Background: an optimization exercise with open tools, aiming at small area and a short achievable clock period. Do not read the settings as production practice. At most, simulation tests tie the RTL to the original design; equivalence was not proved. Only the layout flow was run in runs 1 and 3; the RTL was not checked for function there. Power is estimated from default activity; no workload was simulated.

$ cat flow/design.v
module Processor(
	output [31:0] out,
	output [31:0] ans,
	output [31:0] imem_addr,
	input [31:0] imem_data,
	input reset,
	input clk);
	integer i;
	wire [5:0] op  = imem_data[31:26];
	wire [3:0] rs  = imem_data[25:22];
	wire [3:0] rt  = imem_data[21:18];
	wire [3:0] rdf = imem_data[17:14];
	wire [31:0] simm = {{16{imem_data[15]}}, imem_data[15:0]};
	wire op_add   = op == 6'b000000;
	wire op_sub   = op == 6'b000100;
	wire op_and   = op == 6'b011000;
	wire op_or    = op == 6'b011110;
	wire op_xor   = op == 6'b010110;
	wire op_not   = op == 6'b010101;
	wire op_sla   = op == 6'b001000;
	wire op_sra   = op == 6'b001010;
	wire op_srl   = op == 6'b001011;
	wire op_move  = op == 6'b101110;
	wire op_addi  = op == 6'b000001;
	wire op_subi  = op == 6'b000101;
	wire op_andi  = op == 6'b111000;
	wire op_ori   = op == 6'b111110;
	wire op_xori  = op == 6'b110110;
	wire op_movei = op == 6'b101111;
	wire op_ld    = op == 6'b100000;
	wire op_st    = op == 6'b100001;
	wire op_br    = op == 6'b100100;
	wire op_bmi   = op == 6'b100101;
	wire op_bpl   = op == 6'b100110;
	wire op_bz    = op == 6'b100111;
	wire op_call  = op == 6'b101010;
	wire op_ret   = op == 6'b101011;
	wire op_halt  = op == 6'b101100;
	wire alusrc = op_addi | op_subi | op_andi | op_ori | op_xori | op_movei | op_ld | op_st;
	wire regdst = op_add | op_sub | op_and | op_or | op_xor | op_sla | op_sra | op_srl | op_move;
	wire regwr  = regdst | op_not | op_addi | op_subi | op_andi | op_ori | op_xori | op_movei | op_ld;
	wire f_sub  = op_sub | op_subi | op_bmi;
	wire f_and  = op_and | op_andi;
	wire f_or   = op_or | op_ori;
	wire f_xor  = op_xor | op_xori;
	wire f_not  = op_not;
	wire f_sla  = op_sla;
	wire f_sr   = op_sra | op_srl;
	wire f_arith = ~(f_and | f_or | f_xor | f_not | f_sla | f_sr);
	reg [31:0] R [1:15];
	reg [479:0] Rf;
	always @* for (i = 1; i < 16; i = i + 1) Rf[32*(i-1) +: 32] = R[i];
	wire [15:0] rs_oh = 16'b1 << rs;
	wire [15:0] rt_oh = 16'b1 << rt;
	wire [31:0] A, RT;
	rf_read rda (.oh(rs_oh[15:1]), .R(Rf), .q(A));
	rf_read rdb (.oh(rt_oh[15:1]), .R(Rf), .q(RT));
	assign ans = R[4];
	wire [31:0] sum;
	alu u_alu (.A(A), .RT(RT), .simm(simm), .alusrc(alusrc), .f_sub(f_sub),
		.f_arith(f_arith), .f_and(f_and), .f_or(f_or), .f_xor(f_xor), .f_not(f_not),
		.f_sla(f_sla), .f_sr(f_sr), .f_sra(op_sra), .sum(sum), .out(out));
	reg [7:0] M [0:63];
	wire [1:0] s = sum[1:0];
	wire [3:0] w = sum[5:2];
	wire [3:0] w1 = w + 4'd1;
	wire [3:0] wl0 = (s != 2'd0) ? w1 : w;
	wire [3:0] wl1 = s[1] ? w1 : w;
	wire [3:0] wl2 = (s == 2'd3) ? w1 : w;
	wire [3:0] wl3 = w;
	wire [15:0] oh0 = 16'b1 << wl0;
	wire [15:0] oh1 = 16'b1 << wl1;
	wire [15:0] oh2 = 16'b1 << wl2;
	wire [15:0] oh3 = 16'b1 << wl3;
	reg [127:0] Mf0, Mf1, Mf2, Mf3;
	always @* for (i = 0; i < 16; i = i + 1) begin
		Mf0[8*i +: 8] = M[4*i+0];
		Mf1[8*i +: 8] = M[4*i+1];
		Mf2[8*i +: 8] = M[4*i+2];
		Mf3[8*i +: 8] = M[4*i+3];
	end
	wire [7:0] L0, L1, L2, L3;
	mem_lane ml0 (.oh(oh0), .M(Mf0), .q(L0));
	mem_lane ml1 (.oh(oh1), .M(Mf1), .q(L1));
	mem_lane ml2 (.oh(oh2), .M(Mf2), .q(L2));
	mem_lane ml3 (.oh(oh3), .M(Mf3), .q(L3));
	reg [31:0] memout;
	always @* begin
		case (s)
			2'd0: memout = {L3, L2, L1, L0};
			2'd1: memout = {L0, L3, L2, L1};
			2'd2: memout = {L1, L0, L3, L2};
			default: memout = {L2, L1, L0, L3};
		endcase
	end
	reg [31:0] wlane;
	always @* begin
		case (s)
			2'd0: wlane = RT;
			2'd1: wlane = {RT[23:0], RT[31:24]};
			2'd2: wlane = {RT[15:0], RT[31:16]};
			default: wlane = {RT[7:0], RT[31:8]};
		endcase
	end
	wire mwen = op_st & ~reset;
	always @(posedge clk) begin
		for (i = 0; i < 16; i = i + 1) begin
			if (mwen & oh0[i]) M[4*i+0] <= wlane[7:0];
			if (mwen & oh1[i]) M[4*i+1] <= wlane[15:8];
			if (mwen & oh2[i]) M[4*i+2] <= wlane[23:16];
			if (mwen & oh3[i]) M[4*i+3] <= wlane[31:24];
		end
	end
	wire [3:0] wa = regdst ? rdf : rt;
	wire [15:0] wa_oh = 16'b1 << wa;
	wire [31:0] rwd = op_ld ? memout : out;
	wire [31:0] rwd_r = rwd & {32{~reset}};
	always @(posedge clk) begin
		for (i = 1; i < 16; i = i + 1) begin
			if (reset | (regwr & wa_oh[i]))
				R[i] <= rwd_r;
		end
	end
	reg [29:0] pc;       
	reg [29:0] stack;
	assign imem_addr = {pc, 2'b00};
	wire [29:0] pc1 = pc + 30'd1;
	wire [29:0] pcj = pc + simm[29:0];
	wire zero = ~|sum;
	wire taken = op_br | op_call | (op_bmi & sum[31]) | (op_bpl & ~sum[31] & ~zero) | (op_bz & zero);
	wire [29:0] pcn = op_ret ? stack : taken ? pcj : pc1;
	always @(posedge clk) begin
		if (reset | ~op_halt)
			pc <= pcn & {30{~reset}};
		if (reset | (op_call & ~op_halt))
			stack <= pc1 & {30{~reset}};
	end
endmodule
module rf_read(input [15:1] oh, input [479:0] R, output reg [31:0] q);
	integer i;
	always @* begin
		q = 32'd0;
		for (i = 1; i < 16; i = i + 1)
			q = q | (R[32*(i-1) +: 32] & {32{oh[i]}});
	end
endmodule
module mem_lane(input [15:0] oh, input [127:0] M, output reg [7:0] q);
	integer i;
	always @* begin
		q = 8'd0;
		for (i = 0; i < 16; i = i + 1)
			q = q | (M[8*i +: 8] & {8{oh[i]}});
	end
endmodule
module alu(
	input [31:0] A, input [31:0] RT, input [31:0] simm,
	input alusrc, input f_sub, input f_arith, input f_and, input f_or,
	input f_xor, input f_not, input f_sla, input f_sr, input f_sra,
	output [31:0] sum, output [31:0] out);
	wire [31:0] B = alusrc ? simm : RT;
	wire [31:0] Bx = B ^ {32{f_sub}};
	wire [31:0] g0 = A & Bx;
	wire [31:0] p0 = A ^ Bx;
	wire [31:0] gg [0:5];
	wire [31:0] pp [0:5];
	assign gg[0] = {g0[31:1], g0[0] | (p0[0] & f_sub)};
	assign pp[0] = p0;
	genvar k, j;
	generate
		for (k = 0; k < 5; k = k + 1) begin : lvl
			for (j = 0; j < 32; j = j + 1) begin : bt
				if (j >= (1 << k)) begin : pf
					assign gg[k+1][j] = gg[k][j] | (pp[k][j] & gg[k][j - (1 << k)]);
					assign pp[k+1][j] = pp[k][j] & pp[k][j - (1 << k)];
				end else begin : ps
					assign gg[k+1][j] = gg[k][j];
					assign pp[k+1][j] = pp[k][j];
				end
			end
		end
	endgenerate
	wire [31:0] carry = {gg[5][30:0], f_sub};
	assign sum = p0 ^ carry;
	wire [31:0] shl = {A[30:0], 1'b0};
	wire [31:0] shr = {A[31] & f_sra, A[31:1]};
	assign out = ({32{f_arith}} & sum)
	           | ({32{f_and}} & (A & B))
	           | ({32{f_or}}  & (A | B))
	           | ({32{f_xor}} & (A ^ B))
	           | ({32{f_not}} & ~RT)
	           | ({32{f_sla}} & shl)
	           | ({32{f_sr}}  & shr);
endmodule
$ cat flow/run.sh
#!/bin/bash
# synth_recipe.tcl (not shown) runs the flow's synth.tcl, then flattens the netlist and writes it again
# the make line also repeats each setting of config.mk as NAME=value (left out here)
make -C /OpenROAD-flow-scripts/flow DESIGN_CONFIG=/design/flow/config.mk WORK_HOME=/design/flow/orfs CLKGATE_MAP_FILE= SYNTH_SCRIPT=/design/flow/synth_recipe.tcl finish
$ cat flow/config.mk
export PLATFORM = sky130hd
export DESIGN_NAME = Processor
export DESIGN_NICKNAME = Processor
export VERILOG_FILES = /design/flow/design.v
export SDC_FILE = /design/flow/constraint.sdc
export NUM_CORES = 4
export LEC_CHECK = 0
export CAP_MARGIN = 20
export CELL_PAD_IN_SITES_DETAIL_PLACEMENT = 1
export CELL_PAD_IN_SITES_GLOBAL_PLACEMENT = 2
export CORE_MARGIN = 2
export CORE_UTILIZATION = 30
export GPL_ROUTABILITY_DRIVEN = 1
export PLACE_DENSITY = 0.5
export SETUP_SLACK_MARGIN = 5
export SLEW_MARGIN = 20
export SYNTH_HIERARCHICAL = 1
$ cat flow/constraint.sdc
create_clock -name core_clock -period 14.0 [get_ports {clk}]
set_input_delay 2.8000 -clock core_clock [delete_from_list [all_inputs] [get_ports {clk}]]
set_output_delay 2.8000 -clock core_clock [all_outputs]
set_load 0.01 [all_outputs]
==> summary.md, run 1 <==
| Metric | Value |
|---|---|
| Predominant post-synthesis flop cell | `edfxtp_1` |
| Post-synthesis xor/xnor area fraction | `2.03%` |
| Final Total Pwr | `16800 µW` |
| Initial antenna violation count | `7` |
| Placed Area | `0.0549 mm²` |
| Final nets | `4286` |
| Area added between synthesis and finish | `26.0%` |
| Reg power frac | `28.7%` |
| Final hold violations | `0` |
| Worst setup EP type | `output port` |
| DRT iter0 DRCs | `about 3600` |
| Critical path required time | `11200 ps` |
| Arr. time, crit path | `7070 ps` |
| I/O pin count | `130` |
| Cell area after layout | `~0.064 mm²` |
| Die ar. | `0.173 mm²` |
| Synth Area in Compound Gates | `17.1%` |
| Area leader, netlist | `edfxtp_1` |
| Syn_area_per_cell | `13.8 µm²` |
| Critical path type | `in -> out` |
| CTS clk-pin slew, worst paths | `60 ps` |
| Syn. warnings | `12` |
| IO Port Bufs | `between 100 and 150` |
| Synthesized area | `0.0510 mm²` |
| NetSw | `around 7100 µW` |
| Post-synth cell types | `83` |
| Register Area | `0.0316 mm²` |
| Synth Instances | `roughly 3700` |
| Setup slack at placement | `1590 ps` |
| Clk pwr share | `19.2%` |
| Worst setup SP type | `input port` |
| Adder-cell share of the synthesized area | `3.37%` |
| H-tree depth | `3` |
| Min Tclk post-route | `around 9900 ps` |
| Achievable Freq | `101 MHz` |
| Via density | `5.86` |
| Slew HR | `21.0%` |
| Total track usage | `24.7%` |
| Logic pwr share | `52.1%` |
| Seq cells post-synth | `1052` |
| Largest net degree at the start of global routing | `64` |
| Top sig layer | `met4` |
| Outcome | `timing/DRC/antenna clean` |
| Peak VDD IR | `0.199 mV` |
| Hold Path Class | `reg -> reg` |
| Critical Path Fanout Max | `6` |
| Synth top area cells | `edfxtp_1 62%, a22oi_1 4.1%, a221oi_1 3.3%, ha_1 3.3%, a22o_1 3.2%` |
| CORE AREA | `0.169 mm²` |
| Die Wd | `between 400 and 500 µm` |
| First-pass GRT wire length | `roughly 300000 µm` |
| Final setup violation count | `0` |
| Routability cong. | `0.847` |
| Int Pwr | `9740 µW` |
| Sw frac | `42.1%` |
| TritonCTS clock tree | `built` |
| HPWL after detailed placement | `approximately 150000 µm` |
| Largest family of logic cells by synthesized area | `compound AO/OA/AOI/OAI gates` |
| # rows | `151` |
| PwrDens | `262 mW/mm²` |
| Vias in the first global route | `39014` |
| Routed WL | `218000 µm` |
| Fin util | `between 30% and 40%` |
| Synth top area share | `61.9%` |
| WL per Instance | `approximately 34 µm` |
| Max-Cap Viols | `0` |
| DR WL met3 | `12100 µm` |
| Static Leak | `0.0223 µW` |
| Met2 Wirelength | `103000 µm` |
| Root buf cell | `clkbuf_16` |
| Final setup margin | `4130 ps` |
| Drc violations | `0` |
| Total CTS buffers | `121` |
| Setup_tns | `0 ps` |
| Routed Antenna Nets | `0` |
| Post-Synth Simple-Gate Area | `under 10%` |
| 1st-pass router iterations | `7` |
| Via count | `37731` |
| Sink Count | `1052` |
| Share of layout cells above drive strength 1 | `26.8%` |
| GR Overflow Total | `0` |
| Final period utilization | `70.5%` |
| RSZ-0062 raised after global routing | `yes` |
| CTS Buffer Depth | `3` |
| Layout fillers | `between 15000 and 20000` |
| Sequential-to-total area share from yosys stat | `61.9%` |
| Hold-fix buffers, CTS | `0` |
| Metal-1 WL | `93000 µm` |
| Worst-Margin Slew | `1180 ps` |
| Area of the multi-input gates | `0.0205 mm²` |
| Clk latency of the worst-skew pair | `around 770 ps` |
| Die Height | `between 400 and 500 µm` |
| Post-synth EDFFs | `1052` |
| Starting Density | `30.2%` |
| Mux contribution to synthesized area | `4.30%` |
| Clock skew | `43.9 ps` |
| FFs w/ async S/R, synth | `0%` |
| Max Slew Vio Count | `0` |
cell usage in the layout, fill, tap and decap left out, types with 15 or more instances in the layout:
cell type        instances
a22oi_1                271
xor2_1                  37
a22o_1                 188
a21oi_1                 40
nor2_4                  36
nand3_1                 31
nand4_1                113
nor2_2                  34
xnor2_2                 20
a21o_1                  31
mux2i_1                 34
nor3_2                  16
mux4_2                  64
buf_4                  356
ha_1                   117
nor2_1                 219
edfxtp_1              1052
a222oi_1                65
and2_1                  17
clkbuf_1                20
a221oi_2                57
clkinv_1                24
buf_12                  27
clkdlybuf4s50_1         79
a221oi_1               155
bufinv_16               17
a21o_2                  16
nor2b_1                 18
nand2b_1                17
nand2_1                124
mux2i_4                 29
inv_1                   80
nor3_1                  30
buf_6                   62
o21ai_0                 74
and3_1                  75
xnor2_1                 46
clkinv_2                23
clkbuf_16              122
a21oi_2                 15
Yosys stat by module, one instance, submodules excluded:
module	copies in the design	cell area (µm²)	flops+latches	cells inside
mem_lane	4	767	0	88
alu	1	4590	0	649
rf_read	2	2490	0	333
Processor	1	38400	1052	2030
registers in the layout (all words and copies together), names as in the netlist:
| register | cells |
|---|---|
| M | 512 |
| R | 480 |
| pc | 30 |
| stack | 30 |
layout make-up:
| type | count | area share (%) |
|---|---|---|
| Tap cell | 2218 | 4.32 |
| Inverter | 82 | 0.483 |
| Clock inverter | 79 | 1.37 |
| Antenna cell | 3 | 0.0117 |
| Multi-Input combinational cell | 2305 | 31.8 |
| Clock buffer | 142 | 4.87 |
| Sequential cell | 1052 | 49.2 |
| Timing Repair Buffer | 554 | 7.95 |
final timing paths:
path	start	end	slack [ps]	cells past startpoint
worst min-delay path	stack[4]	pc[4]	590	2
worst min register to register	stack[4]	pc[4]	590	2
worst max-delay path	imem_data[20]	out[30]	4130	21
worst max register to register	R[4][1]	R[3][28]	7100	27
power groups by stage:
stage | registers, µW | logic, µW | clock network, µW
global placement | 4850 | 6770 | 0
global route | 4880 | 9160 | 3420
finish | 4820 | 8760 | 3240
floorplan | 4780 | 3590 | 0
CTS | 4820 | 7920 | 3310
detailed placement | 4880 | 6860 | 0
Yosys cell counts, types with 5 or more instances:
cell and number:
and4_1 9, a211o_1 13, a22oi_1 279, nor3b_1 6, clkbuf_1 112, xnor2_1 70, a21oi_1 65, nand2b_1 26
a31oi_1 15, o22ai_1 11, and3_1 75, o2111ai_1 8, o21bai_1 6, a21o_1 48, a221o_1 10, a221oi_2 22
nor3_1 50, ha_1 134, mux2i_1 73, and2_1 20, o21a_1 5, buf_2 73, a22o_1 188, a211oi_1 16
nor2b_1 19, a221oi_1 193, buf_1 17, edfxtp_1 1052, o211ai_1 5, nor4_1 13, buf_6 41, nand4_1 113
mux4_2 64, xor2_1 48, a222oi_1 65, nor2_1 289, inv_1 82, nand2_1 141, nand3_1 47, buf_4 14
o21ai_0 84
metal layers:
metal  up-vias  GRT usage [%]
met3       376           3.05
met4         0           9.93
met1     19973           33.0
met5         -              0
li1      16026              -
met2      1356           40.6
worst max-delay path, stage by stage:
cell and delay [ps]:
buf_12 100, nand2b_4 180, nor2_4 80, buf_12 140
buf_16 140, buf_4 160, a222oi_1 340, and3_1 260
nand4_1 200, mux2i_2 270, xnor2_1 160, ha_2 340
a21o_4 270, a21o_1 200, a21oi_2 190, o21a_1 170
o21ai_0 140, a31o_2 260, xor2_2 160, a211o_4 370
buf_6 130
cell families (layout without fill, tap and decap cells):
kind of cell / count (synthesis) / after routing
buffers and inverters: 341 / 857
adders and majority gates: 136 / 136
DFF: 1052 / 1052
other: 1 / 5
muxes: 138 / 138
AOI/OAI and AO/OA: 1086 / 1086
xor gates and xnor gates: 118 / 118
and+or+nand+nor: 825 / 825
repair_timing:
action | 4_1_cts | 5_1_grt
setup buffers | 232 | 74
cloned | 6 | 0
resized for setup | 556 | 192
pin swaps | 166 | 76
endpoints found under the setup margin | 622 | 519
through the flow:
step	instances	hold WS, ps
after global routing	6432	614
final	6435	593
after CTS	6358	597
after global placement	5898	562
after detailed placement	5899	575
after floorplan	3698	549
==> run 2, diff against run 1 <==
--- a/flow/design.v
+++ b/flow/design.v
@@ -53,12 +53,13 @@
 	wire [15:0] rs_oh = 16'b1 << rs;
 	wire [15:0] rt_oh = 16'b1 << rt;
-	wire [31:0] A, RT;
-	rf_read rda (.oh(rs_oh[15:1]), .R(Rf), .q(A));
-	rf_read rdb (.oh(rt_oh[15:1]), .R(Rf), .q(RT));
+	wire [31:0] An, RTn;
+	rf_read_n rda (.oh(rs_oh[15:1]), .R(Rf), .qn(An));
+	rf_read_n rdb (.oh(rt_oh[15:1]), .R(Rf), .qn(RTn));
+	wire [31:0] RT = ~RTn;
 	assign ans = R[4];
-	wire [31:0] sum;
-	alu u_alu (.A(A), .RT(RT), .simm(simm), .alusrc(alusrc), .f_sub(f_sub),
+	alu u_alu (.An(An), .RTn(RTn), .simm(simm), .alusrc(alusrc), .f_sub(f_sub),
 		.f_arith(f_arith), .f_and(f_and), .f_or(f_or), .f_xor(f_xor), .f_not(f_not),
-		.f_sla(f_sla), .f_sr(f_sr), .f_sra(op_sra), .sum(sum), .out(out));
+		.f_sla(f_sla), .f_sr(f_sr), .f_sra(op_sra), .out(out));
+	wire [31:0] sum = out;
 	reg [7:0] M [0:63];
 	wire [1:0] s = sum[1:0];
@@ -137,11 +138,28 @@
 	end
 endmodule
-module rf_read(input [15:1] oh, input [479:0] R, output reg [31:0] q);
-	integer i;
-	always @* begin
-		q = 32'd0;
-		for (i = 1; i < 16; i = i + 1)
-			q = q | (R[32*(i-1) +: 32] & {32{oh[i]}});
-	end
+module rf_read_n(input [15:1] oh, input [479:0] R, output [31:0] qn);
+	genvar b;
+	generate
+		for (b = 0; b < 32; b = b + 1) begin : bt
+			wire [15:1] r;
+			genvar i;
+			for (i = 1; i < 16; i = i + 1) begin : rr
+				assign r[i] = R[32*(i-1) + b];
+			end
+			rd15n u_rd (.s(oh), .r(r), .yn(qn[b]));
+		end
+	endgenerate
+endmodule
+module rd15n(input [15:1] s, input [15:1] r, output yn);
+	wire [8:1] y;
+	assign y[1] = ~(s[1] & r[1] | s[2] & r[2]);
+	assign y[2] = ~(s[3] & r[3] | s[4] & r[4]);
+	assign y[3] = ~(s[5] & r[5] | s[6] & r[6]);
+	assign y[4] = ~(s[7] & r[7] | s[8] & r[8]);
+	assign y[5] = ~(s[9] & r[9] | s[10] & r[10]);
+	assign y[6] = ~(s[11] & r[11] | s[12] & r[12]);
+	assign y[7] = ~(s[13] & r[13] | s[14] & r[14]);
+	assign y[8] = ~(s[15] & r[15]);
+	assign yn = ~(~&y[4:1] | ~&y[8:5]);
 endmodule
 module mem_lane(input [15:0] oh, input [127:0] M, output reg [7:0] q);
@@ -154,40 +172,94 @@
 endmodule
 module alu(
-	input [31:0] A, input [31:0] RT, input [31:0] simm,
+	input [31:0] An, input [31:0] RTn, input [31:0] simm,
 	input alusrc, input f_sub, input f_arith, input f_and, input f_or,
 	input f_xor, input f_not, input f_sla, input f_sr, input f_sra,
-	output [31:0] sum, output [31:0] out);
-	wire [31:0] B = alusrc ? simm : RT;
-	wire [31:0] Bx = B ^ {32{f_sub}};
-	wire [31:0] g0 = A & Bx;
-	wire [31:0] p0 = A ^ Bx;
-	wire [31:0] gg [0:5];
-	wire [31:0] pp [0:5];
-	assign gg[0] = {g0[31:1], g0[0] | (p0[0] & f_sub)};
-	assign pp[0] = p0;
+	output [31:0] out);
+	wire [16:0] bx0s, bx1s;
+	bpre u_bp [16:0] (.imm(simm[16:0]), .alusrc(alusrc), .inv(f_sub), .bx0(bx0s), .bx1(bx1s));
+	wire [31:0] bx0 = {{15{bx0s[16]}}, bx0s};
+	wire [31:0] bx1 = {{15{bx1s[16]}}, bx1s};
+	wire [31:0] Bxn;
+	mux2n u_bm [31:0] (.s(RTn), .d1(bx0), .d0(bx1), .y(Bxn));
+	wire [31:0] x;
+	xor2m u_x [31:0] (.a(An), .b(Bxn), .y(x));
+	wire [31:0] gl [0:5];
+	wire [31:0] tl [0:5];
+	cin_gen u_c0 (.an(An[0]), .bn(Bxn[0]), .cin(f_sub), .g(gl[0][0]));
+	assign tl[0][0] = 1'b0;
+	pg_pos u_pg [31:1] (.an(An[31:1]), .bn(Bxn[31:1]), .g(gl[0][31:1]), .t(tl[0][31:1]));
 	genvar k, j;
 	generate
-		for (k = 0; k < 5; k = k + 1) begin : lvl
+		for (k = 1; k <= 5; k = k + 1) begin : lvl
+			localparam integer D = 1 << (k - 1);
 			for (j = 0; j < 32; j = j + 1) begin : bt
-				if (j >= (1 << k)) begin : pf
-					assign gg[k+1][j] = gg[k][j] | (pp[k][j] & gg[k][j - (1 << k)]);
-					assign pp[k+1][j] = pp[k][j] & pp[k][j - (1 << k)];
-				end else begin : ps
-					assign gg[k+1][j] = gg[k][j];
-					assign pp[k+1][j] = pp[k][j];
+				if (j < D) begin : ps
+					inv1 u_i (.a(gl[k-1][j]), .y(gl[k][j]));
+					assign tl[k][j] = 1'b0;
+				end else if (j < 2 * D) begin : gonly
+					if (k % 2 == 0) begin : np
+						pre_np_g u_g (.gh(gl[k-1][j]), .th(tl[k-1][j]), .gl(gl[k-1][j-D]), .g(gl[k][j]));
+					end else begin : pn
+						pre_pn_g u_g (.gh(gl[k-1][j]), .th(tl[k-1][j]), .gl(gl[k-1][j-D]), .g(gl[k][j]));
+					end
+					assign tl[k][j] = 1'b0;
+				end else begin : full
+					if (k % 2 == 0) begin : np
+						pre_np u_p (.gh(gl[k-1][j]), .th(tl[k-1][j]), .gl(gl[k-1][j-D]), .tl(tl[k-1][j-D]), .g(gl[k][j]), .t(tl[k][j]));
+					end else begin : pn
+						pre_pn u_p (.gh(gl[k-1][j]), .th(tl[k-1][j]), .gl(gl[k-1][j-D]), .tl(tl[k-1][j-D]), .g(gl[k][j]), .t(tl[k][j]));
+					end
 				end
 			end
 		end
 	endgenerate
-	wire [31:0] carry = {gg[5][30:0], f_sub};
-	assign sum = p0 ^ carry;
-	wire [31:0] shl = {A[30:0], 1'b0};
-	wire [31:0] shr = {A[31] & f_sra, A[31:1]};
-	assign out = ({32{f_arith}} & sum)
-	           | ({32{f_and}} & (A & B))
-	           | ({32{f_or}}  & (A | B))
-	           | ({32{f_xor}} & (A ^ B))
-	           | ({32{f_not}} & ~RT)
-	           | ({32{f_sla}} & shl)
-	           | ({32{f_sr}}  & shr);
-endmodule
+	wire [31:0] cn = {gl[5][30:0], ~f_sub};
+	wire [31:0] aln = {An[30:0], 1'b1};
+	wire [31:0] arn = {~(~An[31] & f_sra), An[31:1]};
+	wire [31:0] y0n, y1n;
+	wire [3:0] m = {f_and | f_or, f_or | f_xor | f_not, f_or | f_xor, f_not};
+	res_pre u_rp [31:0] (.an(An), .bn(Bxn), .x(x), .aln(aln), .arn(arn), .f_arith(f_arith),
+		.m(m), .f_sla(f_sla), .f_sr(f_sr), .y0n(y0n), .y1n(y1n));
+	mux2n u_rm [31:0] (.s(cn), .d1(y0n), .d0(y1n), .y(out));
+endmodule
+module bpre(input imm, input alusrc, input inv, output bx0, output bx1);
+	assign bx0 = alusrc ? (imm ^ inv) : inv;
+	assign bx1 = alusrc ? (imm ^ inv) : ~inv;
+endmodule
+module mux2n(input s, input d1, input d0, output y);
+	assign y = ~(s ? d1 : d0);
+endmodule
+module xor2m(input a, input b, output y);
+	assign y = a ^ b;
+endmodule
+module inv1(input a, output y);
+	assign y = ~a;
+endmodule
+module cin_gen(input an, input bn, input cin, output g);
+	assign g = (~an & ~bn) | ((~an | ~bn) & cin);
+endmodule
+module pg_pos(input an, input bn, output g, output t);
+	assign g = ~(an | bn);
+	assign t = ~(an & bn);
+endmodule
+module pre_np(input gh, input th, input gl, input tl, output g, output t);
+	assign g = ~(gh & (th | gl));
+	assign t = ~(th | tl);
+endmodule
+module pre_np_g(input gh, input th, input gl, output g);
+	assign g = ~(gh & (th | gl));
+endmodule
+module pre_pn(input gh, input th, input gl, input tl, output g, output t);
+	assign g = ~(gh | (th & gl));
+	assign t = ~(th & tl);
+endmodule
+module pre_pn_g(input gh, input th, input gl, output g);
+	assign g = ~(gh | (th & gl));
+endmodule
+module res_pre(input an, input bn, input x, input aln, input arn, input f_arith,
+	input [3:0] m, input f_sla, input f_sr,
+	output y0n, output y1n);
+	wire l = (an ? (bn ? m[0] : m[1]) : (bn ? m[2] : m[3])) | (f_sla & ~aln) | (f_sr & ~arn);
+	assign y0n = ~((f_arith & x) | l);
+	assign y1n = ~((f_arith & ~x) | l);
+endmodule
--- a/flow/config.mk
+++ b/flow/config.mk
@@ -7,10 +7,10 @@
 export LEC_CHECK = 0
 export CAP_MARGIN = 20
-export CELL_PAD_IN_SITES_DETAIL_PLACEMENT = 1
-export CELL_PAD_IN_SITES_GLOBAL_PLACEMENT = 2
+export CELL_PAD_IN_SITES_DETAIL_PLACEMENT = 0
+export CELL_PAD_IN_SITES_GLOBAL_PLACEMENT = 1
 export CORE_MARGIN = 2
-export CORE_UTILIZATION = 30
+export CORE_UTILIZATION = 60
 export GPL_ROUTABILITY_DRIVEN = 1
-export PLACE_DENSITY = 0.5
+export PLACE_DENSITY = 0.7
 export SETUP_SLACK_MARGIN = 5
 export SLEW_MARGIN = 20
==> run 2 against run 1 <==
Compared with the run above: still clean on timing, DRC and antenna; non-clock buffer count down 86; die area fell by 49%; final cell count shrank 16%; clock skew up 2.2 ps; maximum frequency up 7.5%; global-route usage is 16 points higher; synthesized cell count up 1.3%; via count increased by 6.1%; routed wire length down 15%; worst hold slack improved by 27 ps; register-to-register slack better by 200 ps; sequential share of layout area grew 0.50 points.
==> summary.md, run 2 <==
| Metric | Value |
|---|---|
| TritonCTS clock tree | `built` |
| Initial antenna violation count | `4 (-3)` |
| Final setup margin | `4820 ps (+690 ps)` |
| Critical path type | `in -> out` |
| WHS | `620 ps (+27.0 ps)` |
| Post-synth top cells | `1052 x edfxtp_1, 410 x nor2_1, 393 x a22oi_1` |
| CTS Buffer Depth | `3 (unchanged)` |
| DP Cell Count | `4978 (-16%)` |
| Final hold violations | `0 (unchanged)` |
| # rows | `107 (-29%)` |
| Post-synth EDFFs | `1052 (unchanged)` |
| Synth top area cells | `edfxtp_1 61%, a22oi_1 5.7%, mux4_2 4.1%, nor2_1 3.0%, a22o_1 2.1%` |
| Setup slack at placement | `1540 ps (-58.3 ps)` |
| Static Leak | `0.0215 µW (-3.3%)` |
| Flop-to-flop setup slack | `7300 ps (+200 ps)` |
| Peak VDD IR | `0.174 mV (-13%)` |
| Final nets | `4263 (-0.54%)` |
| Critical Path Fanout Max | `9 (+3)` |
| Arr. time, crit path | `6380 ps (-690 ps)` |
| Synthesized area | `0.0516 mm² (+1.1%)` |
| Clk latency of the worst-skew pair | `730 ps (-40 ps)` |
| Syn. warnings | `11 (-1)` |
| Synth Instances | `3745 (+1.3%)` |
| Critical path required time | `11200 ps (about the same)` |
| Most frequent cells in the layout | `1052 x edfxtp_1, 381 x a22oi_1, 277 x buf_4` |
| Area of the multi-input gates | `0.0222 mm² (+8.6%)` |
| Min Tclk post-route | `9180 ps (-690 ps)` |
| 1st-pass router iterations | `13 (+6)` |
| Via count | `40045 (+6.1%)` |
| Setup_tns | `0 ps (unchanged)` |
| Die Height | `297 µm (-29%)` |
| Clock skew | `46.1 ps (+2.18 ps)` |
| I/O pin count | `130 (unchanged)` |
| Predominant post-synthesis flop cell | `edfxtp_1` |
| Number of flip-flops in the largest register | `512 (unchanged)` |
| GR Overflow Total | `0 (unchanged)` |
| Slew HR | `31.9% (+11 points)` |
| Achievable Freq | `109 MHz (+7.5%)` |
| Starting Density | `60.5% (+30 points)` |
| Total CTS buffers | `107 (-12%)` |
| WL per Instance | `34.1 µm (+0.56%)` |
| FFs w/ async S/R, synth | `0% (unchanged)` |
| CORE AREA | `0.0851 mm² (-50%)` |
| Worst setup SP type | `input port` |
| Die Wd | `297 µm (-29%)` |
| Largest net degree at the start of global routing | `66 (+3.1%)` |
| Regs by FF count | `M: 512 flops, R: 480 flops` |
| Routed WL | `185000 µm (-15%)` |
| Worst setup EP type | `output port` |
| Layout fillers | `5301 (-69%)` |
| Root buf cell | `clkbuf_16` |
| Share of layout cells above drive strength 1 | `30.4% (+3.6 points)` |
| H-tree depth | `3 (unchanged)` |
| Cell with the most instances after synthesis | `edfxtp_1` |
| Worst-Margin Slew | `1020 ps (-163 ps)` |
| Fin util | `74.7% (+37 points)` |
| Vias in the first global route | `39115 (+0.26%)` |
| Area leader, netlist | `edfxtp_1` |
| Seq cells post-synth | `1052 (unchanged)` |
| Biggest register | `M` |
| Sequential-to-total area share from yosys stat | `61.3% (-0.67 points)` |
| Hold Path Class | `reg -> reg` |
| Register Area | `0.0316 mm² (unchanged)` |
| Sink Count | `1052 (unchanged)` |
| CTS clk-pin slew, worst paths | `60 ps (about the same)` |
| DRT iter0 DRCs | `6285 (+74%)` |
| Max Slew Vio Count | `0 (unchanged)` |
| Die ar. | `0.0883 mm² (-49%)` |
| Via density | `7.37 (+26%)` |
| Drc violations | `0 (unchanged)` |
| Most common cell after layout, fill and taps aside | `edfxtp_1` |
| PwrDens | `225 mW/mm² (-14%)` |
| Total track usage | `41.1% (+16 points)` |
| IO Port Bufs | `127 (unchanged)` |
| Outcome | `timing/DRC/antenna clean` |
| Post-synth cell types | `83 (unchanged)` |
| First-pass GRT wire length | `265000 µm (-13%)` |
| Max-Cap Viols | `0 (unchanged)` |
| Synth top area share | `61.3% (-0.67 points)` |
| Final setup violation count | `0 (unchanged)` |
| Routability cong. | `0.975 (+15%)` |
| Syn_area_per_cell | `13.8 µm² (-0.21%)` |
| Routed Antenna Nets | `0 (unchanged)` |
| Final period utilization | `65.5% (-4.9 points)` |
| HPWL after detailed placement | `114000 µm (-21%)` |
| Area added between synthesis and finish | `23.4%` |
| RSZ-0062 raised after global routing | `yes` |
| Final Instance Count excl. Fillers | `5430 (-16%)` |
==> run 2: cell types whose count changed after synthesis, sizes merged, moves of 39 or more <==
cell,change
ha,-98
clkbuf,-62
buf,-63
a22o,-63
nor2b,+74
a21oi,+51
a2111oi,+63
a22oi,+114
and3,-56
nand3,+39
a221oi,-84
nor2,+121
==> run 2: cells by family after synthesis <==
| group | after synthesis | synth area share [%] |
|---|---|---|
| and+or+nand+nor | 999 | 9.48 |
| adders and majority gates | 38 | 0.934 |
| other | 2 | 0.0146 |
| xor gates and xnor gates | 120 | 2.04 |
| DFF | 1052 | 61.3 |
| buffers and inverters | 246 | 2.37 |
| AOI/OAI and AO/OA | 1087 | 17.7 |
| muxes | 201 | 6.19 |
==> run 2: layout make-up <==
| type | instances | share of cell area, % |
|---|---|---|
| multi-input combinational | 2451 | 34.9 |
| tap | 1144 | 2.25 |
| inverter | 112 | 0.685 |
| sequential | 1052 | 49.7 |
| timing repair buffer | 468 | 6.90 |
| clock buffer | 129 | 4.37 |
| clock inverter | 70 | 1.21 |
| antenna | 4 | 0.0157 |
==> run 2: routing by layer <==
metal	global-route usage, %	vias to the layer above	part of all wire, %
met3	14.7	687	15
met2	60.1	3338	44
met4	21.4	6	6.0
met5	0.271	-	0.087
met1	54.1	19724	35
li1	-	16290	-
==> run 2: what timing repair did <==
action                                   CTS  global route
hold buffers                               0             0
gates cloned                               7             6
gates resized for setup                  565           237
buffers inserted                         165            71
pin swaps                                132           108
endpoints found under the setup margin  1344           533
==> run 2: modules after synthesis, one instance, submodules excluded, excerpt <==
module     cells inside  cell area (µm²)
xor2m                 1             8.76
Processor          2079            38600
pre_pn_g              1             8.76
inv1                  1             3.75
rd15n                10             70.1
pre_np                2             12.5
mux2n                 1             10.0
res_pre               6             63.8
mem_lane             88              767
alu                   6             32.5
bpre                  4             37.5
cin_gen               3             18.8
==> run 2: path summary, 6_finish.rpt <==
| path | depth (start not counted) | endpoint | startpoint |
|---|---|---|---|
| setup / recovery | 18 | out[30] | imem_data[19] |
| hold / removal | 2 | pc[18] | stack[18] |
| setup reg to reg | 18 | pc[29] | R[6][1] |
| hold reg to reg | 2 | pc[18] | stack[18] |
==> run 2: power by group <==
| part | internal [µW] | total (µW) | switching [µW] |
|---|---|---|---|
| registers | 4360 | 4590 | 232 |
| clock network | 1660 | 2910 | 1250 |
| logic | 2490 | 6820 | 4330 |
==> run 2: critical path: stages <==
cell,delay [ps]
buf_8,130
nand2b_4,200
buf_12,120
nor2_4,50
buf_4,210
buf_4,200
a22oi_1,180
nand4_1,160
nor2_4,320
mux2i_4,410
nor2_4,100
a21oi_4,220
o21ai_4,90
a21oi_2,210
o21ai_2,100
a21oi_4,170
mux2i_4,450
buf_2,210
==> run 2: through the flow <==
stage / power, µW / instance area, µm²
after floorplan: 7610 / 52000
after global placement: 9640 / 54800
after detailed placement: 9780 / 54800
after CTS: 13500 / 61800
after global routing: 14600 / 63600
final: 14300 / 63600
==> run 3, diff against run 2 <==
--- a/flow/design.v
+++ b/flow/design.v
@@ -51,15 +51,20 @@
 	reg [479:0] Rf;
 	always @* for (i = 1; i < 16; i = i + 1) Rf[32*(i-1) +: 32] = R[i];
-	wire [15:0] rs_oh = 16'b1 << rs;
-	wire [15:0] rt_oh = 16'b1 << rt;
+	wire [15:0] rs_oh_lo, rs_oh_hi, rt_oh_lo, rt_oh_hi;
+	dec4 u_dsl (.a(rs), .y(rs_oh_lo));
+	dec4 u_dsh (.a(rs), .y(rs_oh_hi));
+	dec4 u_dtl (.a(rt), .y(rt_oh_lo));
+	dec4 u_dth (.a(rt), .y(rt_oh_hi));
 	wire [31:0] An, RTn;
-	rf_read_n rda (.oh(rs_oh[15:1]), .R(Rf), .qn(An));
-	rf_read_n rdb (.oh(rt_oh[15:1]), .R(Rf), .qn(RTn));
-	wire [31:0] RT = ~RTn;
+	rf_read_n rda (.ohl(rs_oh_lo[15:1]), .ohh(rs_oh_hi[15:1]), .R(Rf), .qn(An));
+	rf_read_n rdb (.ohl(rt_oh_lo[15:1]), .ohh(rt_oh_hi[15:1]), .R(Rf), .qn(RTn));
+	wire [31:0] RT;
+	inv1 u_rtinv [31:0] (.a(RTn), .y(RT));
 	assign ans = R[4];
+	wire [31:0] res;
 	alu u_alu (.An(An), .RTn(RTn), .simm(simm), .alusrc(alusrc), .f_sub(f_sub),
 		.f_arith(f_arith), .f_and(f_and), .f_or(f_or), .f_xor(f_xor), .f_not(f_not),
-		.f_sla(f_sla), .f_sr(f_sr), .f_sra(op_sra), .out(out));
-	wire [31:0] sum = out;
+		.f_sla(f_sla), .f_sr(f_sr), .f_sra(op_sra), .out(out), .res(res));
+	wire [31:0] sum = res;
 	reg [7:0] M [0:63];
 	wire [1:0] s = sum[1:0];
@@ -115,5 +120,5 @@
 	wire [3:0] wa = regdst ? rdf : rt;
 	wire [15:0] wa_oh = 16'b1 << wa;
-	wire [31:0] rwd = op_ld ? memout : out;
+	wire [31:0] rwd = op_ld ? memout : res;
 	wire [31:0] rwd_r = rwd & {32{~reset}};
 	always @(posedge clk) begin
@@ -138,5 +143,19 @@
 	end
 endmodule
-module rf_read_n(input [15:1] oh, input [479:0] R, output [31:0] qn);
+module dec4(input [3:0] a, output [15:0] y);
+	wire [3:0] ln, hn;
+	pdec2n u_l (.a(a[1:0]), .yn(ln));
+	pdec2n u_h (.a(a[3:2]), .yn(hn));
+	genvar i;
+	generate
+		for (i = 0; i < 16; i = i + 1) begin : o
+			nor2m u_o (.a(ln[i % 4]), .b(hn[i / 4]), .y(y[i]));
+		end
+	endgenerate
+endmodule
+module pdec2n(input [1:0] a, output [3:0] yn);
+	assign yn = ~(4'b1 << a);
+endmodule
+module rf_read_n(input [15:1] ohl, input [15:1] ohh, input [479:0] R, output [31:0] qn);
 	genvar b;
 	generate
@@ -147,5 +166,5 @@
 				assign r[i] = R[32*(i-1) + b];
 			end
-			rd15n u_rd (.s(oh), .r(r), .yn(qn[b]));
+			rd15n u_rd (.s(b < 16 ? ohl : ohh), .r(r), .yn(qn[b]));
 		end
 	endgenerate
@@ -175,5 +194,5 @@
 	input alusrc, input f_sub, input f_arith, input f_and, input f_or,
 	input f_xor, input f_not, input f_sla, input f_sr, input f_sra,
-	output [31:0] out);
+	output [31:0] out, output [31:0] res);
 	wire [16:0] bx0s, bx1s;
 	bpre u_bp [16:0] (.imm(simm[16:0]), .alusrc(alusrc), .inv(f_sub), .bx0(bx0s), .bx1(bx1s));
@@ -186,7 +205,10 @@
 	wire [31:0] gl [0:5];
 	wire [31:0] tl [0:5];
+	wire [31:0] g, t;
+	pg_pos u_pg [31:0] (.an(An), .bn(Bxn), .g(g), .t(t));
 	cin_gen u_c0 (.an(An[0]), .bn(Bxn[0]), .cin(f_sub), .g(gl[0][0]));
 	assign tl[0][0] = 1'b0;
-	pg_pos u_pg [31:1] (.an(An[31:1]), .bn(Bxn[31:1]), .g(gl[0][31:1]), .t(tl[0][31:1]));
+	assign gl[0][31:1] = g[31:1];
+	assign tl[0][31:1] = t[31:1];
 	genvar k, j;
 	generate
@@ -218,8 +240,9 @@
 	wire [31:0] arn = {~(~An[31] & f_sra), An[31:1]};
 	wire [31:0] y0n, y1n;
-	wire [3:0] m = {f_and | f_or, f_or | f_xor | f_not, f_or | f_xor, f_not};
-	res_pre u_rp [31:0] (.an(An), .bn(Bxn), .x(x), .aln(aln), .arn(arn), .f_arith(f_arith),
-		.m(m), .f_sla(f_sla), .f_sr(f_sr), .y0n(y0n), .y1n(y1n));
+	res_pre u_rp [31:0] (.x(x), .g(g), .t(t), .bn(Bxn), .aln(aln), .arn(arn),
+		.f_arith(f_arith), .f_ax(f_arith | f_xor), .f_xor(f_xor), .f_and(f_and), .f_or(f_or),
+		.f_not(f_not), .f_sla(f_sla), .f_sr(f_sr), .y0n(y0n), .y1n(y1n));
 	mux2n u_rm [31:0] (.s(cn), .d1(y0n), .d0(y1n), .y(out));
+	mux2n u_rm2 [31:0] (.s(cn), .d1(y0n), .d0(y1n), .y(res));
 endmodule
 module bpre(input imm, input alusrc, input inv, output bx0, output bx1);
@@ -257,9 +280,12 @@
 	assign g = ~(gh | (th & gl));
 endmodule
-module res_pre(input an, input bn, input x, input aln, input arn, input f_arith,
-	input [3:0] m, input f_sla, input f_sr,
-	output y0n, output y1n);
-	wire l = (an ? (bn ? m[0] : m[1]) : (bn ? m[2] : m[3])) | (f_sla & ~aln) | (f_sr & ~arn);
-	assign y0n = ~((f_arith & x) | l);
-	assign y1n = ~((f_arith & ~x) | l);
-endmodule
+module res_pre(input x, input g, input t, input bn, input aln, input arn,
+	input f_arith, input f_ax, input f_xor, input f_and, input f_or, input f_not,
+	input f_sla, input f_sr, output y0n, output y1n);
+	wire k = (f_and & g) | (f_or & t) | (f_not & bn) | (f_sla & ~aln) | (f_sr & ~arn);
+	assign y0n = ~((f_ax & x) | k);
+	assign y1n = ~((x ? f_xor : f_arith) | k);
+endmodule
+module nor2m(input a, input b, output y);
+	assign y = ~(a | b);
+endmodule
--- a/flow/config.mk
+++ b/flow/config.mk
@@ -11,4 +11,7 @@
 export CORE_MARGIN = 2
 export CORE_UTILIZATION = 60
+export CTS_BUF_LIST = sky130_fd_sc_hd__clkbuf_8
+export CTS_CLUSTER_DIAMETER = 60
+export CTS_CLUSTER_SIZE = 20
 export GPL_ROUTABILITY_DRIVEN = 1
 export PLACE_DENSITY = 0.7
==> run 3 against run 2 <==
Compared with the run above: routed wire length down 4.3%; die area is 0.30% higher; critical path depth fell by 2; final cell count down 0.44%; combinational power decreased by 13%; sequential share of layout area increased by 2.5 points; clock skew grew 31 ps; largest power group unchanged; register-to-register slack barely moved; via count is 1.8% lower; first-iteration DRC count grew 3.0%.
==> summary.md, run 3 <==
| Metric | Value |
|---|---|
| Die ar. | `0.0885 mm² (+0.30%)` |
| Via count | `39338 (-1.8%)` |
| Achievable Freq | `111 MHz (+1.7%)` |
| Critical path type | `in -> out` |
| Final nets | `4280 (+0.40%)` |
| Final period utilization | `64.5% (-1.1 points)` |
| CORE AREA | `0.0853 mm² (+0.16%)` |
| Drc violations | `0 (unchanged)` |
| Regs by FF count | `M: 512 flops, R: 480 flops` |
| Via density | `7.28 (-1.3%)` |
| # rows | `107 (unchanged)` |
| Final setup violation count | `0 (unchanged)` |
| Critical path required time | `11200 ps (about the same)` |
| Routed Antenna Nets | `0 (unchanged)` |
| Initial antenna violation count | `7 (+3)` |
| Peak VDD IR | `0.158 mV (-8.7%)` |
| Worst Hold Launch | `stack[2]` |
| WL per Instance | `32.8 µm (-3.9%)` |
| I/O pin count | `130 (unchanged)` |
| Routed WL | `177000 µm (-4.3%)` |
| Worst Reg-to-Reg Cells | `21 (+3)` |
| R2R Path End | `R[15][7]` |
| Slew HR | `14.6% (-17 points)` |
| Flop-to-flop setup slack | `7300 ps (about the same)` |
| Biggest register | `M` |
| Share of layout cells above drive strength 1 | `27.7% (-2.7 points)` |
| Min-Delay Endpoint | `pc[2]` |
| Synthesized area | `0.0517 mm² (+0.31%)` |
| DRT iter0 DRCs | `6474 (+3.0%)` |
| Total CTS buffers | `80 (-25%)` |
| Most common cell after layout, fill and taps aside | `edfxtp_1` |
| Root buf cell | `clkbuf_8` |
| Total track usage | `39.1% (-1.9 points)` |
| H-tree depth | `3 (unchanged)` |
| Reg2reg start | `R[6][4]` |
| GR Overflow Total | `0 (unchanged)` |
| Most frequent cells in the layout | `1052 x edfxtp_1, 379 x a22oi_1, 278 x nor2_1` |
| WHS | `596 ps (-24.6 ps)` |
| Max Slew Vio Count | `0 (unchanged)` |
| HPWL after detailed placement | `116000 µm (+1.2%)` |
| Hold depth | `2 (unchanged)` |
| Starting Density | `60.6% (+0.090 points)` |
| Setup_tns | `0 ps (unchanged)` |
| Outcome | `timing/DRC/antenna clean` |
| TritonCTS clock tree | `built` |
| Syn. warnings | `11 (unchanged)` |
| First-pass GRT wire length | `254000 µm (-4.0%)` |
| Syn_area_per_cell | `13.3 µm² (-3.2%)` |
| Largest net degree at the start of global routing | `62 (-6.1%)` |
| Die Wd | `298 µm (+0.15%)` |
| CTS clk-pin slew, worst paths | `120 ps (+60 ps)` |
| Worst setup EP type | `output port` |
| Arr. time, crit path | `6220 ps (-160 ps)` |
| Worst-Margin Slew | `1240 ps (+226 ps)` |
| Sink Count | `1052 (unchanged)` |
| Min Tclk post-route | `9020 ps (-154 ps)` |
| 1st-pass router iterations | `13 (unchanged)` |
| IO Port Bufs | `127 (unchanged)` |
| CTS Buffer Depth | `3 (unchanged)` |
| Clock skew | `77.0 ps (+30.9 ps)` |
| Hold Path Class | `reg -> reg` |
| Synth Instances | `3879 (+3.6%)` |
| RSZ-0062 raised after global routing | `yes` |
| Final hold violations | `0 (unchanged)` |
| Die Height | `298 µm (+0.15%)` |
| Routability cong. | `0.981 (+0.58%)` |
| Max-Cap Viols | `0 (unchanged)` |
| Hold-fix buffers, CTS | `0 (unchanged)` |
| Cell area after layout | `0.0605 mm² (-4.8%)` |
| Vias in the first global route | `38027 (-2.8%)` |
| PwrDens | `202 mW/mm² (-10%)` |
| Final Total Pwr | `12200 µW (-15%)` |
| Worst setup SP type | `input port` |
| Critical Path Fanout Max | `16 (+7)` |
| Clk latency of the worst-skew pair | `790 ps (+60 ps)` |
| Placed Area | `0.0550 mm² (+0.26%)` |
| Static Leak | `0.0204 µW (-5.5%)` |
| Number of flip-flops in the largest register | `512 (unchanged)` |
| Area added between synthesis and finish | `17.1%` |
| Layout fillers | `5793 (+9.3%)` |
## run 3: layout make-up
| cell class | instances | area (µm²) | share of cell area (%) |
|---|---|---|---|
| diodes | 3 | 7.51 | 0.0124 |
| multi-input cells | 2591 | 22100 | 36.5 |
| clock buffers | 80 | 1100 | 1.82 |
| clock inverters | 52 | 581 | 0.959 |
| repair buffers | 374 | 3310 | 5.47 |
| inverters | 110 | 420 | 0.694 |
| well taps | 1144 | 1430 | 2.36 |
| flip-flops and latches | 1052 | 31600 | 52.2 |
## run 3: power by group
| group | switching (µW) | leakage, µW | internal [µW] |
|---|---|---|---|
| Sequential | 228 | 0.0102 | 4320 |
| Clock | 1110 | 0.000850 | 636 |
| Combinational | 3830 | 0.00930 | 2100 |
## run 3: what timing repair did
item / CTS / global route
cloned: 6 / 4
gates resized for setup: 466 / 262
setup buffers: 80 / 73
endpoints found under the setup margin: 542 / 517
pin swaps: 76 / 88
## run 3: worst max-delay path by stage
stage                             start        end  slack (ps)  cells after the start
final                     imem_data[25]    out[31]        4980                     16
after CTS                 imem_data[29]    out[22]        4880                     20
after detailed placement  imem_data[30]   R[4][12]        2460                     24
after global routing      imem_data[28]    out[28]        4860                     22
after global placement    imem_data[30]  R[13][12]        2600                     24
after floorplan           imem_data[27]    out[23]        4170                     11
## run 3: worst max-delay path, stage by stage
cell             delay (ps)
clkdlybuf4s15_2         290
nand2b_4                200
nor2_1                   50
buf_4                   220
a222oi_1                450
nand3_1                 190
nor2_4                  310
nand2_2                 190
a21oi_4                 210
o21ai_2                 110
a21oi_2                 200
buf_4                   160
o21ai_4                  70
a21oi_2                 200
mux2i_2                 360
buf_2                   200
## run 3: metal layers
layer | GRT usage (%) | vias up | wire, µm
met5 | 0.758 | - | 121
met4 | 21.8 | 8 | 12300
met3 | 9.86 | 736 | 22300
met2 | 60.8 | 2895 | 80600
met1 | 50.5 | 19340 | 62200
li1 | - | 16359 | -
## run 3: through the flow
step	setup WS, ps	util (%)	instances
finish	4980	71.0	5406
global route	4860	71.0	5405
CTS	4880	69.0	5325
detailed placement	2460	64.4	5107
global placement	2600	64.4	5105
floorplan	4170	-	3880
==> run 4, diff against run 3 <==
--- a/flow/design.v
+++ b/flow/design.v
@@ -63,20 +63,17 @@
 	assign ans = R[4];
 	wire [31:0] res;
-	alu u_alu (.An(An), .RTn(RTn), .simm(simm), .alusrc(alusrc), .f_sub(f_sub),
+	wire [5:0] ad;	 
+	alu u_alu (.An(An), .RTn(RTn), .simm(simm), .op(op), .alusrc(alusrc), .f_sub(f_sub),
 		.f_arith(f_arith), .f_and(f_and), .f_or(f_or), .f_xor(f_xor), .f_not(f_not),
-		.f_sla(f_sla), .f_sr(f_sr), .f_sra(op_sra), .out(out), .res(res));
+		.f_sla(f_sla), .f_sr(f_sr), .f_sra(op_sra), .out(out), .res(res), .ad(ad));
 	wire [31:0] sum = res;
 	reg [7:0] M [0:63];
-	wire [1:0] s = sum[1:0];
-	wire [3:0] w = sum[5:2];
-	wire [3:0] w1 = w + 4'd1;
-	wire [3:0] wl0 = (s != 2'd0) ? w1 : w;
-	wire [3:0] wl1 = s[1] ? w1 : w;
-	wire [3:0] wl2 = (s == 2'd3) ? w1 : w;
-	wire [3:0] wl3 = w;
-	wire [15:0] oh0 = 16'b1 << wl0;
-	wire [15:0] oh1 = 16'b1 << wl1;
-	wire [15:0] oh2 = 16'b1 << wl2;
-	wire [15:0] oh3 = 16'b1 << wl3;
+	wire [1:0] s = ad[1:0];
+	wire [15:0] ohw = 16'b1 << ad[5:2];
+	wire [15:0] ohw1 = {ohw[14:0], ohw[15]};	 
+	wire [15:0] oh0 = (s != 2'd0) ? ohw1 : ohw;
+	wire [15:0] oh1 = s[1] ? ohw1 : ohw;
+	wire [15:0] oh2 = (s == 2'd3) ? ohw1 : ohw;
+	wire [15:0] oh3 = ohw;
 	reg [127:0] Mf0, Mf1, Mf2, Mf3;
 	always @* for (i = 0; i < 16; i = i + 1) begin
@@ -91,22 +88,9 @@
 	mem_lane ml2 (.oh(oh2), .M(Mf2), .q(L2));
 	mem_lane ml3 (.oh(oh3), .M(Mf3), .q(L3));
-	reg [31:0] memout;
-	always @* begin
-		case (s)
-			2'd0: memout = {L3, L2, L1, L0};
-			2'd1: memout = {L0, L3, L2, L1};
-			2'd2: memout = {L1, L0, L3, L2};
-			default: memout = {L2, L1, L0, L3};
-		endcase
-	end
-	reg [31:0] wlane;
-	always @* begin
-		case (s)
-			2'd0: wlane = RT;
-			2'd1: wlane = {RT[23:0], RT[31:24]};
-			2'd2: wlane = {RT[15:0], RT[31:16]};
-			default: wlane = {RT[7:0], RT[31:8]};
-		endcase
-	end
+	wire [3:0] s_oh = 4'b1 << s;
+	wire [31:0] wlane;
+	ao4 u_wl [31:0] (.s0(s_oh[0]), .s1(s_oh[1]), .s2(s_oh[2]), .s3(s_oh[3]),
+		.d0(RT), .d1({RT[23:0], RT[31:24]}), .d2({RT[15:0], RT[31:16]}), .d3({RT[7:0], RT[31:8]}),
+		.y(wlane));
 	wire mwen = op_st & ~reset;
 	always @(posedge clk) begin
@@ -120,6 +104,10 @@
 	wire [3:0] wa = regdst ? rdf : rt;
 	wire [15:0] wa_oh = 16'b1 << wa;
-	wire [31:0] rwd = op_ld ? memout : res;
-	wire [31:0] rwd_r = rwd & {32{~reset}};
+	wire [3:0] ld_oh = s_oh & {4{op_ld & ~reset}};
+	wire sel_res = ~op_ld & ~reset;
+	wire [31:0] rwd_r;
+	ao5 u_wb [31:0] (.s0(ld_oh[0]), .s1(ld_oh[1]), .s2(ld_oh[2]), .s3(ld_oh[3]), .s4(sel_res),
+		.d0({L3, L2, L1, L0}), .d1({L0, L3, L2, L1}), .d2({L1, L0, L3, L2}), .d3({L2, L1, L0, L3}),
+		.d4(res), .y(rwd_r));
 	always @(posedge clk) begin
 		for (i = 1; i < 16; i = i + 1) begin
@@ -191,10 +179,15 @@
 endmodule
 module alu(
-	input [31:0] An, input [31:0] RTn, input [31:0] simm,
+	input [31:0] An, input [31:0] RTn, input [31:0] simm, input [5:0] op,
 	input alusrc, input f_sub, input f_arith, input f_and, input f_or,
 	input f_xor, input f_not, input f_sla, input f_sr, input f_sra,
-	output [31:0] out, output [31:0] res);
+	output [31:0] out, output [31:0] res, output [5:0] ad);
 	wire [16:0] bx0s, bx1s;
-	bpre u_bp [16:0] (.imm(simm[16:0]), .alusrc(alusrc), .inv(f_sub), .bx0(bx0s), .bx1(bx1s));
+	wire [1:0] p0, p1, q0, q1;
+	bctl u_bc [1:0] (.op(op), .p0(p0), .p1(p1), .q0(q0), .q1(q1));
+	bpre u_bpl [8:0] (.imm(simm[8:0]), .p0(p0[0]), .p1(p1[0]), .q0(q0[0]), .q1(q1[0]),
+		.bx0(bx0s[8:0]), .bx1(bx1s[8:0]));
+	bpre u_bph [16:9] (.imm(simm[16:9]), .p0(p0[1]), .p1(p1[1]), .q0(q0[1]), .q1(q1[1]),
+		.bx0(bx0s[16:9]), .bx1(bx1s[16:9]));
 	wire [31:0] bx0 = {{15{bx0s[16]}}, bx0s};
 	wire [31:0] bx1 = {{15{bx1s[16]}}, bx1s};
@@ -207,8 +200,8 @@
 	wire [31:0] g, t;
 	pg_pos u_pg [31:0] (.an(An), .bn(Bxn), .g(g), .t(t));
-	cin_gen u_c0 (.an(An[0]), .bn(Bxn[0]), .cin(f_sub), .g(gl[0][0]));
+	assign gl[0][0] = f_sub;
 	assign tl[0][0] = 1'b0;
-	assign gl[0][31:1] = g[31:1];
-	assign tl[0][31:1] = t[31:1];
+	assign gl[0][31:1] = g[30:0];
+	assign tl[0][31:1] = t[30:0];
 	genvar k, j;
 	generate
@@ -236,5 +229,5 @@
 		end
 	endgenerate
-	wire [31:0] cn = {gl[5][30:0], ~f_sub};
+	wire [31:0] cn = gl[5];
 	wire [31:0] aln = {An[30:0], 1'b1};
 	wire [31:0] arn = {~(~An[31] & f_sra), An[31:1]};
@@ -245,8 +238,18 @@
 	mux2n u_rm [31:0] (.s(cn), .d1(y0n), .d0(y1n), .y(out));
 	mux2n u_rm2 [31:0] (.s(cn), .d1(y0n), .d0(y1n), .y(res));
-endmodule
-module bpre(input imm, input alusrc, input inv, output bx0, output bx1);
-	assign bx0 = alusrc ? (imm ^ inv) : inv;
-	assign bx1 = alusrc ? (imm ^ inv) : ~inv;
+	mux2n u_rm3 [5:0] (.s(cn[5:0]), .d1(y0n[5:0]), .d0(y1n[5:0]), .y(ad));
+endmodule
+module bpre(input imm, input p0, input p1, input q0, input q1, output bx0, output bx1);
+	assign bx0 = imm ? p1 : p0;
+	assign bx1 = imm ? q1 : q0;
+endmodule
+module bctl(input [5:0] op, output p0, output p1, output q0, output q1);
+	wire inv = op == 6'b000100 || op == 6'b000101 || op == 6'b100101;
+	wire as = op == 6'b000001 || op == 6'b000101 || op == 6'b111000 || op == 6'b111110
+	       || op == 6'b110110 || op == 6'b101111 || op == 6'b100000 || op == 6'b100001;
+	assign p0 = inv;
+	assign p1 = inv ^ as;
+	assign q0 = ~(inv ^ as);
+	assign q1 = ~inv;
 endmodule
 module mux2n(input s, input d1, input d0, output y);
@@ -258,7 +261,4 @@
 module inv1(input a, output y);
 	assign y = ~a;
-endmodule
-module cin_gen(input an, input bn, input cin, output g);
-	assign g = (~an & ~bn) | ((~an | ~bn) & cin);
 endmodule
 module pg_pos(input an, input bn, output g, output t);
@@ -290,2 +290,10 @@
 	assign y = ~(a | b);
 endmodule
+module ao4(input s0, input s1, input s2, input s3, input d0, input d1, input d2, input d3,
+	output y);
+	assign y = (s0 & d0) | (s1 & d1) | (s2 & d2) | (s3 & d3);
+endmodule
+module ao5(input s0, input s1, input s2, input s3, input s4,
+	input d0, input d1, input d2, input d3, input d4, output y);
+	assign y = (s0 & d0) | (s1 & d1) | (s2 & d2) | (s3 & d3) | (s4 & d4);
+endmodule
==> flow/flow/run.sh (new file) <==
#!/bin/bash
# The standard layout, except that the port buffers are a plain buffer cell
# (buf_4) instead of the flow's default. Each tool's output goes to its own
# log under orfs/logs; make's output goes to flow_make.log here.
set -euo pipefail
bash standard.sh "BUFFER_PORTS_ARGS=-buffer_cell sky130_fd_sc_hd__buf_4" finish > flow_make.log 2>&1
==> flow/standard.sh (new file) <==
#!/bin/bash
# synth_recipe.tcl (not shown) runs the flow's synth.tcl, then flattens the netlist and writes it again
# the make line also repeats each setting of config.mk as NAME=value (left out here)
make -C /OpenROAD-flow-scripts/flow DESIGN_CONFIG=/design/flow/config.mk WORK_HOME=/design/flow/orfs CLKGATE_MAP_FILE= SYNTH_SCRIPT=/design/flow/synth_recipe.tcl "${@:-finish}"
--- a/flow/config.mk
+++ b/flow/config.mk
@@ -12,6 +12,6 @@
 export CORE_UTILIZATION = 60
 export CTS_BUF_LIST = sky130_fd_sc_hd__clkbuf_8
-export CTS_CLUSTER_DIAMETER = 60
-export CTS_CLUSTER_SIZE = 20
+export CTS_CLUSTER_DIAMETER = 50
+export CTS_CLUSTER_SIZE = 14
 export GPL_ROUTABILITY_DRIVEN = 1
 export PLACE_DENSITY = 0.7
removed: flow/run.sh
==> run 4 against run 3 <==
Compared with the run above: clock-buffer cell count rose by 23; via count rose by 2.4%; non-clock buffer count fell by 18; global-route usage rose by 0.70 points; final cell count rose by 1.2%; sequential share of layout area rose by 1.9 points; routed wire length rose by 0.56%; die area fell by 0.98%; first-iteration DRC count rose by 18%; register-to-register slack got worse by 90 ps; power fell by 9.0%; critical path type unchanged; largest power group unchanged.
==> summary.md, run 4 <==
| Metric | Value |
|---|---|
| Root buf cell | `clkbuf_8` |
| CTS Buffer Depth | `3 (unchanged)` |
| Die Wd | `296 µm (-0.49%)` |
| Share of layout cells above drive strength 1 | `23.9% (-3.8 points)` |
| IO Port Bufs | `127 (unchanged)` |
| H-tree depth | `3 (unchanged)` |
| Clock skew | `46.0 ps (-30.9 ps)` |
| CTS clk-pin slew, worst paths | `80 ps (-40 ps)` |
| DRT iter0 DRCs | `7618 (+18%)` |
| Final nets | `4334 (+1.3%)` |
| Area added between synthesis and finish | `14.2%` |
| Outcome | `timing/DRC/antenna clean` |
| Slew HR | `12.9% (-1.7 points)` |
| PwrDens | `190 mW/mm² (-5.7%)` |
| Syn. warnings | `11 (unchanged)` |
| Cell area after layout | `0.0585 mm² (-3.4%)` |
| Worst Reg-to-Reg Cells | `17 (-19%)` |
| Number of flip-flops in the largest register | `512 (unchanged)` |
| Most common cell after layout, fill and taps aside | `edfxtp_1` |
| Final setup margin | `4900 ps (-71.9 ps)` |
| Total CTS buffers | `101 (+26%)` |
| Vias in the first global route | `38354 (+0.86%)` |
| Routed Antenna Nets | `0 (unchanged)` |
| 1st-pass router iterations | `17 (+4)` |
| Achievable Freq | `110 MHz (-0.79%)` |
| Hold Path Class | `reg -> reg` |
| Final period utilization | `65.0% (+0.51 points)` |
| I/O pin count | `130 (unchanged)` |
| Synth Instances | `3925 (+1.2%)` |
| Critical path required time | `11200 ps (about the same)` |
| # rows | `107 (unchanged)` |
| HPWL after detailed placement | `118000 µm (+1.9%)` |
| Largest net degree at the start of global routing | `82 (+32%)` |
| Die ar. | `0.0877 mm² (-0.98%)` |
| Fin util | `68.9% (-2.1 points)` |
| Layout fillers | `6047 (+4.4%)` |
| Worst setup EP type | `output port` |
| Drc violations | `0 (unchanged)` |
| Via count | `40283 (+2.4%)` |
| Critical Path Fanout Max | `9 (-7)` |
| Total track usage | `39.8% (+0.70 points)` |
| Initial antenna violation count | `6 (-1)` |
| RSZ-0062 raised after global routing | `yes` |
| Regs by FF count | `M: 512 flops, R: 480 flops` |
| Critical path type | `in -> out` |
| Die Height | `296 µm (-0.49%)` |
| Static Leak | `0.0202 µW (-0.92%)` |
| TritonCTS clock tree | `built` |
| Syn_area_per_cell | `13.0 µm² (-2.1%)` |
| Setup_tns | `0 ps (unchanged)` |
| Starting Density | `60.3% (-0.31 points)` |
| Placed Area | `0.0539 mm² (-1.9%)` |
| Sink Count | `1052 (unchanged)` |
| WHS | `602 ps (+6.15 ps)` |
| Peak VDD IR | `0.208 mV (+31%)` |
| Worst-Margin Slew | `1290 ps (+47.4 ps)` |
| First-pass GRT wire length | `254000 µm (-0.16%)` |
| Clk latency of the worst-skew pair | `770 ps (-20 ps)` |
| GR Overflow Total | `0 (unchanged)` |
| Hold-fix buffers, CTS | `0 (unchanged)` |
| Via density | `7.36 (+1.2%)` |
| Synthesized area | `0.0512 mm² (-0.99%)` |
| Hold depth | `2 (unchanged)` |
| Final hold violations | `0 (unchanged)` |
| Max Slew Vio Count | `0 (unchanged)` |
| Setup slack at placement | `3010 ps (+556 ps)` |
| Routability cong. | `1.04 (+6.1%)` |
| Final setup violation count | `0 (unchanged)` |
| Arr. time, crit path | `6300 ps (+80 ps)` |
| Worst setup SP type | `input port` |
| CORE AREA | `0.0849 mm² (-0.47%)` |
| WL per Instance | `32.6 µm (-0.61%)` |
| Biggest register | `M` |
| Min Tclk post-route | `9100 ps (+71.9 ps)` |
| Routed WL | `178000 µm (+0.56%)` |
| Max-Cap Viols | `0 (unchanged)` |
| Most frequent cells in the layout | `1052 x edfxtp_1, 478 x a22oi_1, 332 x buf_4` |
## run 4: path summary, 6_finish.rpt
check,startpoint,endpoint,slack [ps]
worst min-delay path,stack[16],pc[16],600
worst max-delay path,imem_data[18],out[26],4900
worst min register to register,stack[16],pc[16],600
worst max register to register,R[6][2],R[13][28],7210
## run 4: power breakdown
group | switching, µW | internal [µW]
clock | 1080 | 764
sequential | 234 | 4320
combinational | 3290 | 1440
## run 4: area by class of cell
type                            count  area, µm²  share of cell area [%]
Antenna cell                        1       2.50                 0.00428
Multi-Input combinational cell   2633      20300                    34.7
Inverter                          124        469                   0.802
Timing Repair Buffer              356       2800                    4.80
Clock inverter                     56        482                   0.824
Timing Repair inverter              1       7.51                  0.0128
Tap cell                         1144       1430                    2.45
Sequential cell                  1052      31600                    54.0
Clock buffer                      103       1420                    2.42
## run 4: per-layer routing
layer / up-vias / wire length (µm) / track usage [%]
met4: 6 / 11000 / 19.9
met5: - / 80 / 0
met1: 19630 / 65200 / 54.1
li1: 16712 / - / -
met3: 706 / 24400 / 11.0
met2: 3229 / 77700 / 59.2
## run 4: timing repair
action / 4_1_cts / 5_1_grt
cloned: 4 / 1
buffers inserted: 58 / 51
endpoints found under the hold margin: 0 / 0
resized for setup: 236 / 147
endpoints found under the setup margin: 512 / 512
pin swaps: 69 / 91
## run 4: critical path, cell delays in order
cell	delay (ps)
buf_8	120
nand2b_4	150
nor2_1	80
clkbuf_4	230
a222oi_1	460
nand3_1	250
nor2_4	240
mux2i_4	310
nor2_2	110
a21oi_2	240
o21ai_2	120
a21oi_2	190
buf_4	150
o21ai_4	70
a21oi_2	130
buf_4	170
mux2i_4	280
buf_4	160
## run 4: stage by stage
step | total power, µW | std cells
6_report | 11100 | 5470
5_1_grt | 11400 | 5470
4_1_cts | 10700 | 5417
3_5_place_dp | 8490 | 5196
3_3_place_gp | 8380 | 5188
2_1_floorplan | 6720 | 3926

[port drivers added, routing unchanged]
The flow's constraints put no driver on any port. The routed layouts listed below were extracted and timed again, unchanged, in two steps.
Step 1: set_driving_cell puts a clkbuf_16 on clk and a buf_2 on each other input, an assumption about the parent block.
Step 2, shift: input delay + t, output delay - t, t = (earliest + latest rising clock arrival at the registers) / 2. This alone moves slack from input paths to output paths.
Three values: ideal, step 1, step 2; two values: the first two.
run | shift t [ns] | setup slack, ns | worst setup path at the end | slew at the worst register clock pin (ns) | worst data-port slew with drivers (ns)
run 1 | 0.829 | 4.133 / 4.064 / 4.064 | input to output | 0.07 / 0.07 | 0.07
run 2 | 0.778 | 4.823 / 4.765 / 4.210 | input to register | 0.08 / 0.08 | 0.07
run 3 | 0.819 | 4.977 / 4.893 / 4.305 | input to register | 0.12 / 0.12 | 0.13
run 4 | 0.823 | 4.905 / 4.847 / 4.226 | input to register | 0.09 / 0.09 | 0.06
After both steps every run listed still meets setup and hold. For run 4, which loses most, drivers alone change the setup slack by -0.058 ns; drivers and shift together by -0.679 ns.
